Context: an optimization exercise on an open-source flow, tuned for small area. The choices shown serve that exercise and are no tape-out recipe.
In this exercise RTL edits were held to simulation tests only and were not proved equivalent to the original.

==> flow/design.v <==
`timescale 1ns / 1ps
module fft16_top(
    input clk,
    input rst,
    input [15:0] data_in,
    input [3:0] write_addr,
    input we,
    input [3:0] read_addr,
    input re,
    output [15:0] data_r,
    output [15:0] data_i
    );
    function [15:0] tr17; input [16:0] s; tr17 = {s[16], s[14:0]}; endfunction
    function [15:0] tr18; input [17:0] s; tr18 = {s[17], s[14:0]}; endfunction
    function [15:0] addsub;
        input [15:0] a, b; input sub;
        reg [16:0] s;
        begin
            s = {a[15], a} + ({b[15], b} ^ {17{sub}}) + {16'd0, sub};
            addsub = tr17(s);
        end
    endfunction
    function [15:0] add3;
        input [15:0] a, o1, o2; input c0, c1;
        reg [17:0] s;
        begin
            s = {{2{a[15]}}, a} + {{2{o1[15]}}, o1} + {{2{o2[15]}}, o2} + {17'd0, c0} + {17'd0, c1};
            add3 = tr18(s);
        end
    endfunction
    reg [16:0] S [0:7];
    reg [16:1] Dh [0:7];
    wire [16:0] D [0:7];
    genvar g;
    wire [2:0] wp = write_addr[2:0];
    wire whi = write_addr[3];
    reg [16:0] s_old, d_old;
    integer q;
    always @* begin
        s_old = S[0]; d_old = D[0];
        for (q = 1; q < 8; q = q + 1)
            if (wp == q) begin s_old = S[q]; d_old = D[q]; end
    end
    wire [17:0] osum = {s_old[16], s_old} + ({d_old[16], d_old} ^ {18{~whi}}) + {17'd0, ~whi};
    wire [15:0] o = osum[16:1];
    wire [16:0] s_new = {data_in[15], data_in} + {o[15], o};
    wire [15:0] dpos = whi ? o : data_in, dneg = whi ? data_in : o;
    wire [16:0] d_new = {dpos[15], dpos} + ~{dneg[15], dneg} + 17'd1;
    generate for (g = 0; g < 8; g = g + 1) begin : smem
        always @(posedge clk)
            if (we && wp == g) begin S[g] <= s_new; Dh[g] <= d_new[16:1]; end
        assign D[g] = {Dh[g], S[g][0]};
    end endgenerate
    wire k0 = read_addr[0], k1 = read_addr[1], k2 = read_addr[2];
    wire [15:0] AS [0:7];
    wire [15:0] AD [0:7];
    generate for (g = 0; g < 8; g = g + 1) begin : st1
        assign AS[g] = tr17(S[g]);
        assign AD[g] = tr17(D[g]);
    end endgenerate
    wire [15:0] Cr [0:1];
    wire [15:0] Ci [0:1];
    generate for (g = 0; g < 2; g = g + 1) begin : st3
        wire [15:0] a0 = AD[g], a4 = AD[g+4], a2 = AD[g+2], a6 = AD[g+6];
        wire [15:0] e0 = AS[g], e4 = AS[g+4], e2 = AS[g+2], e6 = AS[g+6];
        wire min6 = (a6 == 16'h8000) & k0 & ~k1;
        wire min4 = (a4 == 16'h8000) & k0 & ~k1;
        wire [22:0] xs, xc, ys, yc;
        wire [22:0] xsum, ysum;
        wire [22:0] xss, xcc, yss, ycc;
        csa4x45 ux(a2, xss, xcc);
        csa4x45 uy(a6, yss, ycc);
        assign xs = k0 ? xss : {e2[15], e2, 6'b111111};
        assign xc = k0 ? xcc : {{e6[15], e6} ^ {17{k1}}, 5'b0, k1};
        assign ys = k0 ? yss : {e0[15], e0, 6'b111111};
        assign yc = k0 ? ycc : {{e4[15], e4} ^ {17{k1}}, 5'b0, k1};
        assign xsum = xs + xc;
        assign ysum = ys + yc;
        wire [15:0] xo = {k0 ? xsum[21] : xsum[22], xsum[20:6]};
        wire [15:0] yo = {k0 ? ysum[21] : ysum[22], ysum[20:6]} & {16{~min6}};
        wire nb = |a2[5:0], n6 = |a6[5:0] & ~min6;
        reg [15:0] pr, o1, o2, pi, o3, o4;
        reg c1, c2, c3, c4;
        always @* begin
            if (!k0) begin
                pr = yo;
                o1 = k1 ? 16'd0 : (xo ^ {16{k2}}); c1 = ~k1 & k2;
                o2 = 16'd0; c2 = 1'b0;
                pi = 16'd0;
                o3 = 16'd0; c3 = 1'b0;
                o4 = k1 ? (xo ^ {16{~k2}}) : 16'd0; c4 = k1 & ~k2;
            end else begin
                pr = a0;
                o1 = xo ^ {16{k1 ^ k2}};  c1 = k1 ? (k2 ? nb : ~nb) : k2;
                o2 = yo ^ {16{~(k1 ^ k2)}}; c2 = k1 ? (k2 ? ~n6 : n6) : ~k2;
                pi = k1 ? a4 : (min4 ? 16'd0 : ~a4);
                o3 = yo ^ {16{~k2}};  c3 = k2 ? n6 : ~n6;
                o4 = xo ^ {16{~k2}};  c4 = k2 ? nb : ~nb;
            end
        end
        wire ci_extra = k0 & ~k1 & ~min4;
        assign Cr[g] = add3(pr, o1, o2, c1, c2);
        wire [17:0] si = {{2{pi[15]}}, pi} + {{2{o3[15]}}, o3} + {{2{o4[15]}}, o4}
                       + {17'd0, c3} + {17'd0, c4} + {17'd0, ci_extra};
        assign Ci[g] = tr18(si);
    end endgenerate
    reg [15:0] ar4, ai4, br4, bi4;
    reg [3:0]  k4;
    always @(posedge clk)
        if (re) begin
            ar4 <= Cr[0]; ai4 <= Ci[0]; br4 <= Cr[1]; bi4 <= Ci[1];
            k4 <= read_addr;
        end
    wire odd4 = k4[0];
    wire [24:0] uar_s, uar_c, ubr_s, ubr_c, uai_s, uai_c, ubi_s, ubi_c;
    prodA pa_r(br4, odd4, uar_s, uar_c);
    prodA pa_i(bi4, odd4, uai_s, uai_c);
    prodB pb_r(br4, ubr_s, ubr_c);
    prodB pb_i(bi4, ubi_s, ubi_c);
    wire [24:0] uar = uar_s + uar_c, uai = uai_s + uai_c;
    wire [24:0] ubr = ubr_s + ubr_c, ubi = ubi_s + ubi_c;
    wire [15:0] har = uar[23:8], hai = uai[23:8], hbr = ubr[23:8], hbi = ubi[23:8];
    wire n6r = |br4[5:0], n7r = |br4[6:0], n6i = |bi4[5:0], n7i = |bi4[6:0];
    function [16:0] hsel;    
        input [1:0] cls; input [15:0] v, ha, hb; input n6, n7;
        case (cls)
        2'd1: hsel = {1'b0, v};
        2'd2: hsel = {n6, ha};
        2'd3: hsel = {n7, hb};
        default: hsel = 17'd0;
        endcase
    endfunction
    reg [1:0] cr, ci;    
    reg swr, swi;        
    always @* begin
        case (k4[2:0])
        3'd0: begin cr = 1; ci = 0; swr = 0; swi = 0; end
        3'd1: begin cr = 2; ci = 3; swr = 0; swi = 1; end
        3'd2: begin cr = 2; ci = 2; swr = 0; swi = 1; end
        3'd3: begin cr = 3; ci = 2; swr = 0; swi = 1; end
        3'd4: begin cr = 0; ci = 1; swr = 0; swi = 1; end
        3'd5: begin cr = 3; ci = 2; swr = 1; swi = 1; end
        3'd6: begin cr = 2; ci = 2; swr = 1; swi = 1; end
        default: begin cr = 2; ci = 3; swr = 1; swi = 1; end
        endcase
    end
    wire q4 = k4[3];
    wire [16:0] t1 = hsel(cr, br4, har, hbr, n6r, n7r);   
    wire [16:0] t2 = hsel(ci, bi4, hai, hbi, n6i, n7i);   
    wire [16:0] t3 = hsel(cr, bi4, hai, hbi, n6i, n7i);   
    wire [16:0] t4 = hsel(ci, br4, har, hbr, n6r, n7r);   
    wire s1 = swr ^ q4, s2 = swi ^ ~q4, s3 = swr ^ q4, s4 = swi ^ q4;
    wire [15:0] o1 = t1[15:0] ^ {16{s1}}, o2 = t2[15:0] ^ {16{s2}};
    wire [15:0] o3 = t3[15:0] ^ {16{s3}}, o4 = t4[15:0] ^ {16{s4}};
    wire c1 = s1 ^ (swr & t1[16]), c2 = s2 ^ (swi & t2[16]);
    wire c3 = s3 ^ (swr & t3[16]), c4 = s4 ^ (swi & t4[16]);
    assign data_r = add3(ar4, o1, o2, c1, c2);
    assign data_i = add3(ai4, o3, o4, c3, c4);
endmodule
module csa32 #(parameter W = 25) (input [W-1:0] x, y, z, output [W-1:0] s, c);
    assign s = x ^ y ^ z;
    assign c = {(x[W-2:0] & y[W-2:0]) | (z[W-2:0] & (x[W-2:0] | y[W-2:0])), 1'b0};
endmodule
module csa4x45 (input [15:0] v, output [22:0] s, output [22:0] c);
    wire [22:0] e = {{7{v[15]}}, v};
    wire [22:0] s1, c1;
    csa32 #(23) l1 (e << 5, e << 3, e << 2, s1, c1);
    csa32 #(23) l2 (s1, c1, e, s, c);
endmodule
module prodA (input [15:0] v, input odd, output [24:0] s, output [24:0] c);
    wire [24:0] e = {{9{v[15]}}, v};
    wire [24:0] ne = ~e;
    wire [24:0] r1 = {e[16:0], odd ? 8'd20 : 8'd80};
    wire [24:0] r3 = odd ? (ne << 2) : (e << 2);
    wire [24:0] r4 = odd ? 25'd0 : (ne << 6);
    wire [24:0] s1, c1;
    csa32 #(25) l1 (r1, ne << 4, r3, s1, c1);
    csa32 #(25) l2 (s1, c1, r4, s, c);
endmodule
module prodB (input [15:0] v, output [24:0] s, output [24:0] c);
    wire [24:0] e = {{9{v[15]}}, v};
    wire [24:0] ne = ~e;
    csa32 #(25) l1 ({e[17:0], 7'd32}, ne << 5, e << 1, s, c);
endmodule
==> flow/flow/run.sh <==
#!/bin/bash
set -euo pipefail
here="$(pwd)"
rm -rf "$here/orfs_scripts"
cp -r "$FLOW_HOME/scripts" "$here/orfs_scripts"
cp "$here/flow/abc.script" "$here/orfs_scripts/abc_speed.script"
export SCRIPTS_DIR="$here/orfs_scripts"
bash standard.sh > "$here/standard.log" 2>&1
==> flow/flow/abc.script <==
strash
dc2
dch -f
amap
topo
stime -c
buffer -c
upsize -c
dnsize -c
==> flow/standard.sh <==
#!/bin/bash
# synth_recipe.tcl (not shown) runs the flow's synth.tcl, then flattens the netlist and writes it again
# the make line also repeats each setting of config.mk as NAME=value (left out here)
make -C /OpenROAD-flow-scripts/flow DESIGN_CONFIG=/design/flow/config.mk WORK_HOME=/design/flow/orfs CLKGATE_MAP_FILE= SYNTH_SCRIPT=/design/flow/synth_recipe.tcl "${@:-finish}"
==> flow/config.mk <==
export PLATFORM = sky130hd
export DESIGN_NAME = fft16_top
export DESIGN_NICKNAME = fft16_top
export VERILOG_FILES = /design/flow/design.v
export SDC_FILE = /design/flow/constraint.sdc
export NUM_CORES = 4
export LEC_CHECK = 0
export CAP_MARGIN = 20
export CORE_MARGIN = 2
export CORE_UTILIZATION = 40
export SLEW_MARGIN = 20
==> flow/constraint.sdc <==
create_clock -name core_clock -period 10.0 [get_ports {clk}]
set_input_delay 2.0000 -clock core_clock [delete_from_list [all_inputs] [get_ports {clk}]]
set_output_delay 2.0000 -clock core_clock [all_outputs]
set_load 0.01 [all_outputs]
==> impl_metrics.csv, run 1 <==
group,metric,value,unit
run_status,status,"timing/DRC/antenna clean",
clocking,clk_pin_slew_worst_paths,0.06,ns
yosys,syn_nets,4982,
yosys,yosys_warnings,3,
worst_setup_path,max_stage_delay,0.51,ns
global_routing,antenna_found_initial,0,
yosys,yosysUniqueCellTypes,56,
sta,whs,1.096,ns
route,drcViolationCount,0,
sta,period_needed,9.697,ns
sta,rsz0062_at_grt,"true",
place,place_area,40320,um2
sta,maxSlewViolCount,0,
route,vias_per_cell,5.593,
yosys,seq_area_frac_synth,26.67,%
place,portBuffers,58,
clocking,cts_tree,"built",
worst_setup_path,reg2reg_from,"S[6][0]$_DFFE_PP_",
layout,register_area,9970,um2
sta,worst_clock_skew,0.03375,ns
floorplanning,fp-row-count,112,
yosys,synth_ff_type,"edfxtp_1",
worst_setup_path,startpoint_type,"register",
layout,drive_gt1_share,10.62,%
min_path,hp-start,"Dh[1][1]$_DFFE_PP_",
route,drtPass1Iterations,9,
route,drtIter0Drc,2246,
min_path,min_to,"br4[1]$_DFFE_PP_",
worst_setup_path,r2r_slack,1.21,ns
yosys,synth.mux.area_fraction,0,%
yosys,synth_top_family_by_area,"adder cells",
layout,fillers,8992,
floorplanning,die_y,309.7,um
place,gp_congestion,0.9499,
global_routing,grt_pass1_vias,30820,
sta,slew_headroom,30.21,%
route,vias,31510,
layout,multi_input_area,24860,um2
worst_setup_path,rr_endpoint,"ai4[15]$_DFFE_PP_",
floorplanning,initial_utilization,40.23,%
yosys,synth-compound-area-share,23.40,%
yosys,syn_inst,4249,
layout,diodes,0,
sta,setup_viol_count_final,0,
yosys,syn-cell-area,37380,um2
yosys,yosys.area_share.adder,29.57,%
yosys,synth_edf_count,332,
floorplanning,chipWidth,309.7,um
route,ant_nets,0,
layout,mostFrequentLayoutCell,"inv_1",
sta,timing.fmax,103.1,MHz
sta,tightest_slew,1.047,ns
global_routing,grt_pass1_wl,180200,um
clocking,cts_inserted_buffers,39,
worst_setup_path,crit_path_frequent_cell,"nor2_1",
layout,design_area,42380,um2
global_routing,grt_overflow,0,
layout,nets,5086,
sta,final.period_utilization,96.97,%
yosys,synth_seq_cells,332,
clocking,cts-htree-levels,2,
min_path,hp-class,"reg2reg",
yosys,synth_simple_gate_area_share,11.56,%
run,maxCapViolations,0,
layout,syn_to_final_growth,13.40,%
worst_setup_path,r2r_cells,39,
yosys,async_flop_share,0,%
worst_setup_path,cp_max_fo,4,
route,wl_per_cell,21.26,um
sta,hold_violations,0,
min_path,hold_depth,4,
clocking,hold_buffers,0,
worst_setup_path,arrival,7.70,ns
worst_setup_path,critical_path_class,"reg2out",
worst_setup_path,cpMaxStageDelayCell,"fa_1",
floorplanning,pin_count,60,
layout,final_cell_mix,"inv_1 (662), nor2_1 (441), ha_1 (393), edfxtp_1 (332), a21oi_1 (297)",
place,hpwl,91830,um
clocking,root_buffer,"clkbuf_16",
clocking,clockBufferDepth,3,
route,routed_wl,119800,um
clocking,clkLatencyLatePin,0.58,ns
yosys,synth-xor-area-share,0,%
global_routing,grt_max_degree,121,
yosys,synth.avg_cell_area,8.796,um2
worst_setup_path,endpoint_kind,"output pin",
floorplanning,coreArea,92910,um2
global_routing,grt_usage,24.79,%
floorplanning,dieArea,95900,um2
clocking,cts_sinks,332,
worst_setup_path,critPathRequiredTime,8.00,ns
## state kept, by name, indices dropped and copies added (netlist names)
name and cells:
ar4 16, bi4 16, br4 16, ai4 16
Dh 128, k4 4, S 136
## stage by stage
step / utilization (%) / cells / setup WS (ns) / TNS (ns)
finish: 45.62 / 5634 / 0.3033 / 0
CTS: 44.87 / 5616 / -0.04490 / -0.04490
global placement: 43.39 / 5546 / -0.1219 / -0.1219
detailed placement: 43.40 / 5547 / -0.08792 / -0.09853
global route: 45.62 / 5634 / -0.06873 / -0.1017
floorplan: - / 4249 / 0.3899 / 0
## synthesized netlist by cell type, types with 13 or more instances
| master | instances | share of area, % |
|---|---|---|
| a211oi_1 | 21 | 0.42 |
| a21o_1 | 49 | 0.98 |
| a21oi_1 | 321 | 4.3 |
| a221oi_1 | 79 | 1.9 |
| a222oi_1 | 18 | 0.48 |
| a22oi_1 | 37 | 0.74 |
| a31oi_1 | 26 | 0.44 |
| and2_1 | 13 | 0.22 |
| buf_1 | 13 | 0.13 |
| clkbuf_1 | 174 | 1.7 |
| edfxtp_1 | 332 | 27 |
| fa_1 | 297 | 16 |
| ha_1 | 408 | 14 |
| inv_1 | 672 | 6.7 |
| nand2_1 | 281 | 2.8 |
| nand2b_1 | 68 | 1.1 |
| nor2_1 | 464 | 4.7 |
| nor2b_1 | 33 | 0.55 |
| nor3_1 | 74 | 0.99 |
| o21a_1 | 123 | 2.5 |
| o21ai_0 | 227 | 3.0 |
| o21bai_1 | 40 | 0.80 |
| o221a_2 | 21 | 0.63 |
| o221ai_1 | 42 | 0.98 |
| o22a_1 | 26 | 0.61 |
| o22ai_1 | 225 | 3.8 |
| o32a_1 | 13 | 0.35 |
| o32ai_1 | 28 | 0.66 |
| or2_2 | 32 | 0.54 |
## critical path, delay by kind of cell (launching register included)
kind	cells	cell delay, ns
fa+ha+maj	6	1.91
compound gates	12	1.91
simple gates	19	1.85
buf+inv	7	1.04
flops	1	0.43
## routing by layer
layer / global-route usage [%] / vias to the layer above / share of wire (%)
met4: 7.169 / 0 / 3.0
met2: 43.36 / 1102 / 49
met3: 2.992 / 195 / 6.8
li1: - / 15230 / -
met5: 0 / - / 0
met1: 32.10 / 14990 / 42
## worst max-delay path by stage
stage / startpoint / cells past startpoint / end / slack (ns)
floorplan: k4[0]$_DFFE_PP_ / 41 / data_i[15] / 0.39
global placement: k4[0]$_DFFE_PP_ / 42 / data_i[15] / -0.12
detailed placement: k4[0]$_DFFE_PP_ / 43 / data_i[15] / -0.09
CTS: k4[0]$_DFFE_PP_ / 43 / data_i[15] / -0.04
global route: k4[0]$_DFFE_PP_ / 43 / data_i[15] / -0.07
finish: k4[0]$_DFFE_PP_ / 44 / data_r[14] / 0.30
## kinds of logic after synthesis
| logic type | Yosys count |
|---|---|
| DFF | 332 |
| AOI/OAI and AO/OA | 1332 |
| adders and majority gates | 705 |
| and+or+nand+nor | 1005 |
| buffers and inverters | 875 |
## final cells by class
cell class | instances | share of cell area (%)
Sequential cell | 332 | 23.52
Tap cell | 1254 | 3.702
Clock inverter | 22 | 0.5609
Clock buffer | 46 | 2.415
Multi-Input combinational cell | 3042 | 58.66
Inverter | 686 | 6.093
Timing Repair Buffer | 252 | 5.051
## timing repair
action | 4_1_cts | 5_1_grt
gates resized for setup | 42 | 147
gates cloned | 0 | 1
setup endpoints to repair | 8 | 12
buffers inserted | 1 | 18
pin swaps | 5 | 69
==> run 2, diff against run 1 <==
==> flow/run.sh (new file) <==
#!/bin/bash
# synth_recipe.tcl (not shown) runs the flow's synth.tcl, then flattens the netlist and writes it again
# the make line also repeats each setting of config.mk as NAME=value (left out here)
make -C /OpenROAD-flow-scripts/flow DESIGN_CONFIG=/design/flow/config.mk WORK_HOME=/design/flow/orfs CLKGATE_MAP_FILE= SYNTH_SCRIPT=/design/flow/synth_recipe.tcl finish
removed: flow/flow/run.sh
removed: flow/flow/abc.script
removed: flow/standard.sh
==> impl_metrics.csv, run 2 <==
group,metric,value,unit
run_status,status,"timing/DRC/antenna clean",
global_routing,grt_usage,25.32,%
clocking,clockBufferDepth,3,
min_path,hp-start,"Dh[1][1]$_DFFE_PP_",
layout,nets,5108,
sta,setup_viol_count_final,0,
layout,top_regs,"S (136), Dh (128)",
floorplanning,coreArea,100000,um2
clocking,root_buffer,"clkbuf_16",
layout,final_cell_mix,"inv_1 (525), ha_1 (407), nor2_1 (365), xnor2_1 (362), edfxtp_1 (332)",
route,drtIter0Drc,3307,
clocking,cts-htree-levels,2,
yosys,synthTopCellsByArea,"edfxtp_1 (25%), fa_1 (15%), ha_1 (13%), xnor2_1 (8.1%), inv_1 (4.9%)",
floorplanning,die_y,321.4,um
yosys,yosysUniqueCellTypes,94,
worst_setup_path,max_stage_delay,0.59,ns
worst_setup_path,critPathRequiredTime,8.00,ns
yosys,yosys_warnings,3,
clocking,cts_sinks,332,
yosys,yosysMostFrequentCell,"inv_1",
worst_setup_path,endpoint_kind,"output pin",
global_routing,antenna_found_initial,0,
sta,rsz0062_at_grt,"true",
worst_setup_path,r2r_cells,31,
layout,regMostFlops,"S",
sta,period_needed,9.906,ns
clocking,clk_pin_slew_worst_paths,0.06,ns
yosys,synth_ff_type,"edfxtp_1",
layout,register_area,9970,um2
route,drtPass1Iterations,6,
yosys,syn_inst,4340,
place,place_area,42720,um2
route,vias,32110,
place,dp_worst_setup_slack,-0.06278,ns
worst_setup_path,cp_max_fo,7,
run,maxCapViolations,0,
layout,syn_to_final_growth,9.936,%
layout,fin_cells,5701,
global_routing,grt_overflow,0,
yosys,synth_seq_cells,332,
floorplanning,fp-row-count,116,
floorplanning,dieArea,103300,um2
yosys,netlist.area_leader.share,24.73,%
floorplanning,pin_count,60,
place,hpwl,104300,um
route,wl_per_cell,23.05,um
layout,fillers,9695,
worst_setup_path,arrival,7.91,ns
yosys,async_flop_share,0,%
min_path,min_to,"br4[1]$_DFFE_PP_",
sta,tightest_slew,1.138,ns
sta,whs,1.120,ns
worst_setup_path,r2r_slack,2.36,ns
global_routing,grt_pass1_wl,197300,um
route,routed_wl,131400,um
sta,setup_tns,0,ns
route,ant_nets,0,
min_path,hold_depth,4,
min_path,hp-class,"reg2reg",
route,drcViolationCount,0,
floorplanning,initial_utilization,40.31,%
layout,drive_gt1_share,7.177,%
sta,hold_violations,0,
sta,timing.fmax,100.9,MHz
layout,multi_input_area,27980,um2
layout,largest_reg_flops,136,
clocking,clkLatencyLatePin,0.61,ns
yosys,syn_nets,5073,
clocking,cts_inserted_buffers,39,
sta,maxSlewViolCount,0,
floorplanning,chipWidth,321.4,um
layout,mostFrequentLayoutCell,"inv_1",
place,portBuffers,58,
worst_setup_path,critical_path_class,"reg2out",
place,gp_congestion,0.9586,
yosys,synth.avg_cell_area,9.287,um2
layout,design_area,44310,um2
sta,worst_clock_skew,0.04561,ns
yosys,synth_edf_count,332,
yosys,syn-cell-area,40310,um2
sta,slew_headroom,23.56,%
worst_setup_path,reg2reg_from,"S[6][0]$_DFFE_PP_",
yosys,synth_commonest_cells,"inv_1 (528), ha_1 (408), nor2_1 (372)",
yosys,yosysTopAreaCell,"edfxtp_1",
clocking,cts_tree,"built",
global_routing,grt_pass1_vias,31900,
worst_setup_path,cpMaxStageDelayCell,"or4b_2",
layout,diodes,0,
global_routing,grt_max_degree,84,
yosys,seq_area_frac_synth,24.73,%
sta,fin_ws,0.09391,ns
route,vias_per_cell,5.632,
place,placed_cells,5625,
worst_setup_path,startpoint_type,"register",
clocking,hold_buffers,0,
worst_setup_path,rr_endpoint,"ai4[14]$_DFFE_PP_",
sta,final.period_utilization,99.06,%
-- run 2: how the worst max path moves through the flow --
stage	depth (start not counted)	slack, ns	to	start
final	25	0.09	data_r[15]	k4[0]$_DFFE_PP_
after global routing	30	-0.17	data_i[15]	k4[0]$_DFFE_PP_
after CTS	30	0.02	data_i[15]	k4[0]$_DFFE_PP_
after detailed placement	31	-0.06	data_i[14]	k4[0]$_DFFE_PP_
after global placement	25	-0.002	data_r[15]	k4[0]$_DFFE_PP_
after floorplan	29	0.19	data_i[14]	k4[0]$_DFFE_PP_
-- run 2: layout make-up --
cell class,instances,share of cell area (%)
multi-input cells,3298,63.14
flip-flops and latches,332,22.50
inverters,534,4.538
well taps,1298,3.665
repair buffers,170,3.202
clock buffers,49,2.287
clock inverters,20,0.6692
-- run 2: routing by layer --
layer	up-vias	wire, um	share of wire (%)	global-route usage (%)
li1	15100	-	-	-
met1	15600	54550	42	32.87
met2	1175	61860	47	42.71
met3	232	9235	7.0	3.400
met4	0	5743	4.4	9.834
met5	-	0	0	0
-- run 2: repair_timing --
item                       in CTS  in global routing
resized for setup              17                 27
pin swaps                       5                  5
setup endpoints to repair      11                  8
setup buffers                   2                  5
-- run 2: critical path: cells and delay by family (launching register included) --
family,cells,cell delay [ns]
simple gates,3,0.90
fa+ha+maj,6,2.39
buf+inv,5,1.00
flops,1,0.47
xor+xnor,2,0.37
compound gates,9,2.21
-- run 2: stage by stage --
step / util (%)
global route: 44.31
CTS: 44.12
floorplan: -
global placement: 42.71
detailed placement: 42.72
finish: 44.31
-- run 2: kinds of logic after synthesis --
group | count (synthesis) | synth area share [%]
AO/OA/AOI/OAI | 1012 | 16.12
AND/OR/NAND/NOR | 942 | 10.52
buffers and inverters | 710 | 6.649
adder cells (fa/ha/maj) | 705 | 27.42
XOR/XNOR | 514 | 11.17
flip-flops | 332 | 24.73
multiplexers | 125 | 3.390

static timing again, ports no longer ideal:
No port has a modelled driver above. Below, the same layouts with a new extraction and two added sets of constraints.
Step 1: set_driving_cell puts a clkbuf_16 on clk and a buf_2 on each other input, an assumption about the parent block.
Step 2 also shifts input and output timing later by t, the mid clock arrival at the registers, as if the neighbouring blocks saw the same clock.
Slacks: no drivers / after step 1 / after step 2; pairs: no drivers / after step 1.
| run | t, ns | setup slack, ns | worst setup path at the end | worst register clock-pin slew, ns | cell pins on the clock port's net |
|---|---|---|---|---|---|
| run 1 | 0.636 | 0.303 / 0.235 / 0.100 | input to register | 0.07 / 0.07 | 1 |
| run 2 | 0.655 | 0.094 / 0.029 / 0.683 | register to output | 0.07 / 0.07 | 1 |
After both steps setup and hold are still met in every run listed. The setup slack of run 1, which loses most, moves by -0.068 ns with the drivers and by -0.203 ns with both steps.
